This is an optimization exercise on Yosys and OpenROAD, whose aim is small area, a short achievable clock period and few clock cycles, not a production implementation.
Where RTL was checked, it was by simulation tests only, not by an equivalence proof against the original.
The clock input has no modelled driver; a real chip could not lean on it and would need a root buffer or a full tree.
Power is estimated from default activity; no workload was simulated.

== v31 ==
// conv2d_3x3_lb
module conv2d_3x3_lb #(
    parameter MAX_W = 16
)(
    input         clk,
    input         reset,
    input         start,
    input  [7:0]  base_a,
    input  [7:0]  base_b,
    input  [7:0]  base_c,
    input  [4:0]  tile_w,    
    input  [4:0]  tile_h,    
    output reg    busy,
    output reg    done,
    output            a_en,
    output            a_we,          
    output reg  [7:0] a_addr,
    output      [31:0] a_di,         
    input       [31:0] a_dout,
    output            b_en,
    output            b_we,          
    output reg  [7:0] b_addr,
    output      [31:0] b_di,         
    input       [31:0] b_dout,
    output            c_en,
    output            c_we,
    output reg  [7:0] c_addr,
    output reg [31:0] c_di,
    input       [31:0] c_dout        
);
    assign a_we = 1'b0;
    assign b_we = 1'b0;
    assign a_di = 32'd0;
    assign b_di = 32'd0;
    reg        rd_en;       
    reg        wr_en;       
    assign a_en = rd_en;
    assign b_en = rd_en;
    assign c_en = wr_en;
    assign c_we = wr_en;
    reg  [1:0] kj, ki;      
    reg  [4:0] ox_left;     
    reg  [4:0] oy_left;     
    reg  [4:0] wr;          
    reg        f1, f2, f3;
    reg        l1, l2, l3;
    reg [31:0] A_r;                   
    reg [15:0] bneg, bone, btwo;      
    reg [31:0] p_s, p_c;              
    wire [31:0] nxt_s, nxt_c;
    wire [31:0] acc_next;             
    wire [32:0] bx = {b_dout, 1'b0};
    wire [15:0] enc_neg, enc_one, enc_two;
    genvar gi;
    generate for (gi = 0; gi < 16; gi = gi + 1) begin : benc
        assign enc_neg[gi] = bx[2*gi+2];
        assign enc_one[gi] = bx[2*gi+1] ^ bx[2*gi];
        assign enc_two[gi] = (bx[2*gi+2] & ~bx[2*gi+1] & ~bx[2*gi]) |
                             (~bx[2*gi+2] & bx[2*gi+1] & bx[2*gi]);
    end endgenerate
    wire       row_end = (ox_left == 5'd0);
    wire [7:0] a_step  = (kj != 2'd2) ? 8'd1 :
                         (ki != 2'd2) ? {3'd0, wr} - 8'd2 :
                         {2'b11, ~wr, 1'b1} + {6'd0, row_end, 1'b0};
  wire pp0_0 = (bone[0] & A_r[0]) ^ bneg[0];
  wire pp0_1 = ((bone[0] & A_r[1]) | (btwo[0] & A_r[0])) ^ bneg[0];
  ...
Size in the first run: about 260 I/O pins.
export LEC_CHECK = 0
export CAP_MARGIN = 20
export CORE_MARGIN = 2
export CORE_UTILIZATION = 40
export SLEW_MARGIN = 20
export SYNTH_HIERARCHICAL = 1
export SYNTH_MINIMUM_KEEP_SIZE = 0
create_clock -name core_clock -period 15.0 [get_ports {clk}]
standard.sh (not shown) runs the stock make flow with config.mk's settings and CLKGATE_MAP_FILE= SYNTH_SCRIPT=/design/flow/synth_recipe.tcl, a recipe that flattens the netlist after the stock synthesis.
==> flow/flow/run.sh <==
#!/bin/bash
# Standard ORFS layout (the standard.sh, unchanged synthesis), with
# timing repair aimed well below the clock period, and plain buffers on the
# ports instead of delay buffers.
set -euo pipefail
bash standard.sh \
  SETUP_SLACK_MARGIN=11 \
  BUFFER_PORTS_ARGS="-buffer_cell sky130_fd_sc_hd__buf_2" \
  CTS_CLUSTER_SIZE=40 CTS_CLUSTER_DIAMETER=80 \
  finish > standard.log 2>&1
Here is what was changed in the inputs of v2 compared with v31.
==> flow/flow/run.sh <==
#!/bin/bash
# Standard ORFS layout (the standard.sh, unchanged synthesis), with
# timing repair aimed well below the clock period, plain buffers on the ports
# instead of delay buffers, and a two-level clock tree (see post_cts.tcl).
set -euo pipefail
here=$(pwd)
bash standard.sh \
  SETUP_SLACK_MARGIN=11 \
  BUFFER_PORTS_ARGS="-buffer_cell sky130_fd_sc_hd__buf_2" \
  CTS_ARGS="-sink_clustering_enable -repair_clock_nets -sink_clustering_size 30 -sink_clustering_max_diameter 150 -dont_use_dummy_load" \
  POST_CTS_TCL="$here/flow/post_cts.tcl" \
  finish > standard.log 2>&1
==> flow/flow/post_cts.tcl (new file) <==
# Runs at the end of ORFS's CTS step (POST_CTS_TCL hook).
# TritonCTS builds a root buffer, H-tree buffers and leaf (sink cluster)
# buffers. This design has few registers, so the H-tree level is removed: the
# root buffer drives every leaf buffer directly. Every register's clock still
# comes through two clkbuf_16, with nearly the same latency for all of them.
set block [ord::get_db_block]
set clk_net [[$block findBTerm clk] getNet]
proc is_clkbuf {inst} {
  return [string match "sky130_fd_sc_hd__clkbuf_*" [[$inst getMaster] getName]]
}
set root ""
set leaves {}
set middles {}
foreach inst [$block getInsts] {
  if {![is_clkbuf $inst]} { continue }
  set out [[$inst findITerm X] getNet]
  set in [[$inst findITerm A] getNet]
  if {$out == "NULL" || $in == "NULL"} { continue }
  if {[$out getSigType] != "CLOCK"} { continue }
  if {[$in getName] == [$clk_net getName]} { set root $inst; continue }
  set drives_buf 0
  foreach it [$out getITerms] {
    if {[$it isInputSignal] && [is_clkbuf [$it getInst]]} { set drives_buf 1 }
  }
  if {$drives_buf} { lappend middles $inst } else { lappend leaves $inst }
}
puts "post_cts: root [expr {$root == "" ? "none" : [$root getName]}], [llength $middles] middle buffers, [llength $leaves] leaf buffers"
if {$root != "" && [llength $middles] >= 1 && [llength $leaves] <= 12} {
  set root_net [[$root findITerm X] getNet]
  foreach inst $leaves {
    set a [$inst findITerm A]
    $a disconnect
    $a connect $root_net
  }
  foreach inst $middles {
    set out [[$inst findITerm X] getNet]
    odb::dbInst_destroy $inst
    if {[llength [$out getITerms]] == 0} { odb::dbNet_destroy $out }
  }
  puts "post_cts: the root buffer now drives the leaf buffers directly"
  estimate_parasitics -placement
  repair_timing_helper
  detailed_placement
  check_placement -verbose
  report_clock_latency
}
### Flow results
Arrival time of data at the critical path endpoint ends up lower on v2. Delta (v2 minus v31): average wire per cell in the routed design picked up an extra about 1%, count of clock buffers in the final design lost 7, routed wire length neither gained nor lost much. Number of cells traversed by the worst register-to-register path in v2 is 1 above v31.
No functional check of the RTL was part of any run of this note.

Setup of P:
Another version of the RTL of conv2d_3x3_lb (not shown whole).
Size in the first run: roughly 1800 cells after synthesis, ~220 flip-flops, about 19000 um^2 of cells after synthesis.
export LEC_CHECK = 0
export CAP_MARGIN = 20
export CORE_MARGIN = 2
export CORE_UTILIZATION = 60
export PLACE_DENSITY = 0.75
export SLEW_MARGIN = 20
export SYNTH_HIERARCHICAL = 1
export SYNTH_MINIMUM_KEEP_SIZE = 0
create_clock -name core_clock -period 15.0 [get_ports {clk}]
==> flow/flow/run.sh <==
#!/bin/bash
# Standard ORFS layout (the standard.sh, unchanged synthesis), with
#  - timing repair aimed well below the clock period (SETUP_SLACK_MARGIN),
#  - plain buffers on the ports instead of delay buffers,
#  - one tie cell for the constant outputs,
#  - a two-level clock tree (see post_cts.tcl).
# Every tool's output is in standard.log and in orfs/logs/.
set -euo pipefail
here=$(pwd)
bash standard.sh \
  SETUP_SLACK_MARGIN=11 \
  BUFFER_PORTS_ARGS="-buffer_cell sky130_fd_sc_hd__buf_2" \
  SKIP_REPAIR_TIE_FANOUT=1 \
  CTS_ARGS="-sink_clustering_enable -repair_clock_nets -sink_clustering_size 30 -sink_clustering_max_diameter 150 -dont_use_dummy_load" \
  POST_CTS_TCL="$here/flow/post_cts.tcl" \
  finish > standard.log 2>&1
Other scripts of this flow, unchanged in this note and not shown: flow/flow/post_cts.tcl
Testbench counts of P, summed over its fixed seeds: cycles 205,773.
Inputs modified between P and Q:
diff --git a/flow/flow/run.sh b/flow/flow/run.sh
--- a/flow/flow/run.sh
+++ b/flow/flow/run.sh
@@ -9,6 +9,6 @@
 here=$(pwd)
 bash standard.sh \
-  SETUP_SLACK_MARGIN=11 \
-  BUFFER_PORTS_ARGS="-buffer_cell sky130_fd_sc_hd__buf_2" \
+  SETUP_SLACK_MARGIN=10.9 \
+  BUFFER_PORTS_ARGS="-buffer_cell sky130_fd_sc_hd__buf_1" \
   SKIP_REPAIR_TIE_FANOUT=1 \
   CTS_ARGS="-sink_clustering_enable -repair_clock_nets -sink_clustering_size 30 -sink_clustering_max_diameter 150 -dont_use_dummy_load" \
- Looking at Q and P, the post-route worst hold slack is a wash.
- Summary of Q over P: number of nets in the final layout shows a reduction of 16; synthesized area shows no meaningful change; core utilization shows a reduction of 1.4 points; overall fraction of global-route tracks in use shows a reduction of 0.53 points.

conv2d_3x3_lb, a different RTL version from the one above (not shown whole).
For scale: about 260 I/O pins, ~19000 µm² of cells after synthesis.
==> flow/design.v (excerpt) <==
module conv2d_3x3_lb #(
    parameter MAX_W = 16
)(
    input         clk,
    input         reset,
    input         start,
    input  [7:0]  base_a,
    input  [7:0]  base_b,
    input  [7:0]  base_c,
    input  [4:0]  tile_w,    
    input  [4:0]  tile_h,    
    output reg    busy,
    output reg    done,
    output            a_en,
    output            a_we,          
    output reg  [7:0] a_addr,
    output      [31:0] a_di,         
    input       [31:0] a_dout,
    output            b_en,
    output            b_we,          
    output reg  [7:0] b_addr,
    output      [31:0] b_di,         
    input       [31:0] b_dout,
    output            c_en,
    output            c_we,
    output reg  [7:0] c_addr,
    output reg [31:0] c_di,
    input       [31:0] c_dout        
);
export LEC_CHECK = 0
export CAP_MARGIN = 20
export CORE_MARGIN = 2
export CORE_UTILIZATION = 60
export PLACE_DENSITY = 0.75
export SLEW_MARGIN = 20
export SYNTH_HIERARCHICAL = 1
export SYNTH_MINIMUM_KEEP_SIZE = 0
create_clock -name core_clock -period 15.0 [get_ports {clk}]
==> flow/flow/run.sh <==
#!/bin/bash
# Standard ORFS layout (the standard.sh, unchanged synthesis), with
#  - timing repair aimed well below the clock period (SETUP_SLACK_MARGIN),
#  - plain buffers on the ports instead of delay buffers,
#  - one tie cell for the constant outputs,
#  - a two-level clock tree (see post_cts.tcl).
# Every tool's output is in standard.log and in orfs/logs/.
set -euo pipefail
here=$(pwd)
bash standard.sh \
  SETUP_SLACK_MARGIN=11.15 \
  BUFFER_PORTS_ARGS="-buffer_cell sky130_fd_sc_hd__buf_2" \
  SKIP_REPAIR_TIE_FANOUT=1 \
  CTS_ARGS="-sink_clustering_enable -repair_clock_nets -sink_clustering_size 30 -sink_clustering_max_diameter 150 -dont_use_dummy_load" \
  POST_CTS_TCL="$here/flow/post_cts.tcl" \
  finish > standard.log 2>&1
Other scripts of this flow, unchanged in this note and not shown: flow/flow/post_cts.tcl
Testbench counts at the start, summed over its fixed seeds: cycles 205,773.
Then changed:
--- a/flow/flow/run.sh
+++ b/flow/flow/run.sh
@@ -9,5 +9,5 @@
 here=$(pwd)
 bash standard.sh \
-  SETUP_SLACK_MARGIN=11.15 \
+  SETUP_SLACK_MARGIN=11 \
   BUFFER_PORTS_ARGS="-buffer_cell sky130_fd_sc_hd__buf_2" \
   SKIP_REPAIR_TIE_FANOUT=1 \
--- a/flow/config.mk
+++ b/flow/config.mk
@@ -8,6 +8,6 @@
 export CAP_MARGIN = 20
 export CORE_MARGIN = 2
-export CORE_UTILIZATION = 60
-export PLACE_DENSITY = 0.75
+export CORE_UTILIZATION = 65
+export PLACE_DENSITY = 0.8
 export SLEW_MARGIN = 20
 export SYNTH_HIERARCHICAL = 1
=> Worst setup slack loses 0.17 ns. Worst hold slack degrades by 0.0069 ns. Via count barely changes. Power fell by 0.93%. Global-route usage went up by 2.3 points. Final area fell by 4.3%. Synthesized area does not change.
Then changed:
--- a/flow/flow/run.sh
+++ b/flow/flow/run.sh
@@ -10,5 +10,5 @@
 bash standard.sh \
   SETUP_SLACK_MARGIN=11 \
-  BUFFER_PORTS_ARGS="-buffer_cell sky130_fd_sc_hd__buf_2" \
+  BUFFER_PORTS_ARGS="-buffer_cell sky130_fd_sc_hd__buf_1" \
   SKIP_REPAIR_TIE_FANOUT=1 \
   CTS_ARGS="-sink_clustering_enable -repair_clock_nets -sink_clustering_size 30 -sink_clustering_max_diameter 150 -dont_use_dummy_load" \
--- a/flow/config.mk
+++ b/flow/config.mk
@@ -8,6 +8,6 @@
 export CAP_MARGIN = 20
 export CORE_MARGIN = 2
-export CORE_UTILIZATION = 65
-export PLACE_DENSITY = 0.8
+export CORE_UTILIZATION = 60
+export PLACE_DENSITY = 0.75
 export SLEW_MARGIN = 20
 export SYNTH_HIERARCHICAL = 1
Effect: The new run finished with timing, DRC and antenna clean. Cell count goes up by 0.47%. Clock power stays flat. Setup slack improves by 0.076 ns. Maximum frequency grows by 2.0%. Global-route usage goes down by 2.7 points. Sequential share of layout area rose by 0.19 points. Total power decreases by 2.1%. Critical path depth is unchanged. Sequential power shrinks by about 0.4%.
Then changed:
--- a/flow/flow/run.sh
+++ b/flow/flow/run.sh
@@ -10,5 +10,5 @@
 bash standard.sh \
   SETUP_SLACK_MARGIN=11 \
-  BUFFER_PORTS_ARGS="-buffer_cell sky130_fd_sc_hd__buf_1" \
+  BUFFER_PORTS_ARGS="-buffer_cell sky130_fd_sc_hd__buf_2" \
   SKIP_REPAIR_TIE_FANOUT=1 \
   CTS_ARGS="-sink_clustering_enable -repair_clock_nets -sink_clustering_size 30 -sink_clustering_max_diameter 150 -dont_use_dummy_load" \
--- a/flow/config.mk
+++ b/flow/config.mk
@@ -8,6 +8,6 @@
 export CAP_MARGIN = 20
 export CORE_MARGIN = 2
-export CORE_UTILIZATION = 60
-export PLACE_DENSITY = 0.75
+export CORE_UTILIZATION = 55
+export PLACE_DENSITY = 0.7
 export SLEW_MARGIN = 20
 export SYNTH_HIERARCHICAL = 1
Outcome: The changed run completed without violations; worst setup slack improves by 0.0071 ns; first-iteration DRC count rose by 3.3%; synthesized cell count does not change; core utilization drops by 4.6 points; sequential power went up by about 0.5%; critical path depth does not change; design area went up by 1.4%; hold slack improves by 0.0089 ns; combinational power decreases by about 1%; fmax is about the same.
Then changed:
--- a/flow/config.mk
+++ b/flow/config.mk
@@ -6,8 +6,9 @@
 export NUM_CORES = 4
 export LEC_CHECK = 0
+export ABC_CLOCK_PERIOD_IN_PS = 3500
 export CAP_MARGIN = 20
 export CORE_MARGIN = 2
-export CORE_UTILIZATION = 55
-export PLACE_DENSITY = 0.7
+export CORE_UTILIZATION = 60
+export PLACE_DENSITY = 0.75
 export SLEW_MARGIN = 20
 export SYNTH_HIERARCHICAL = 1
Effect: Setup slack is better by 0.0043 ns; routed wire length went down by about 0.7%; synthesized cell count stays the same; sequential cell count stays the same; clock power stays flat; via count went up by 1.2%; design area barely changes; first-iteration DRC count went down by about 3%; area after synthesis stays the same; final cell count went down by 2.0%; die area went down by about 8%.

re-timing with driven ports:
The flow's constraints put no driver on any port. The routed layouts listed below were extracted and timed again, unchanged, in two steps. Step 1: set_driving_cell puts a clkbuf_16 on clk and a buf_2 on each other input, an assumption about the parent block. Step 2, shift: input delay + t, output delay - t, t = (earliest + latest rising clock arrival at the registers) / 2. This alone moves slack from input paths to output paths. a / b / c = ideal / step 1 / step 2; a / b = the first two.
run	shift t [ns]	slack for setup (ns)	cell pins on the clock port's net
v31	0.583	10.396 / 10.396 / 10.396	1
v2	0.456	10.460 / 10.460 / 10.460	1
P	0.412	11.054 / 11.054 / 10.806	4
Q	0.417	11.004 / 10.969 / 10.675	4
the first run of note 3	0.410	11.184 / 11.068 / 10.928	4
the second run of note 3	0.393	11.013 / 11.013 / 10.836	4
the third run of note 3	0.411	11.089 / 11.075 / 10.783	4
the fourth run of note 3	0.413	11.097 / 11.077 / 10.786	4
the fifth run of note 3	0.410	11.101 / 11.077 / 10.826	4
After both steps setup and hold are still met in every run listed. For Q, which loses most, drivers alone change the setup slack by -0.035 ns; drivers and shift together by -0.329 ns.
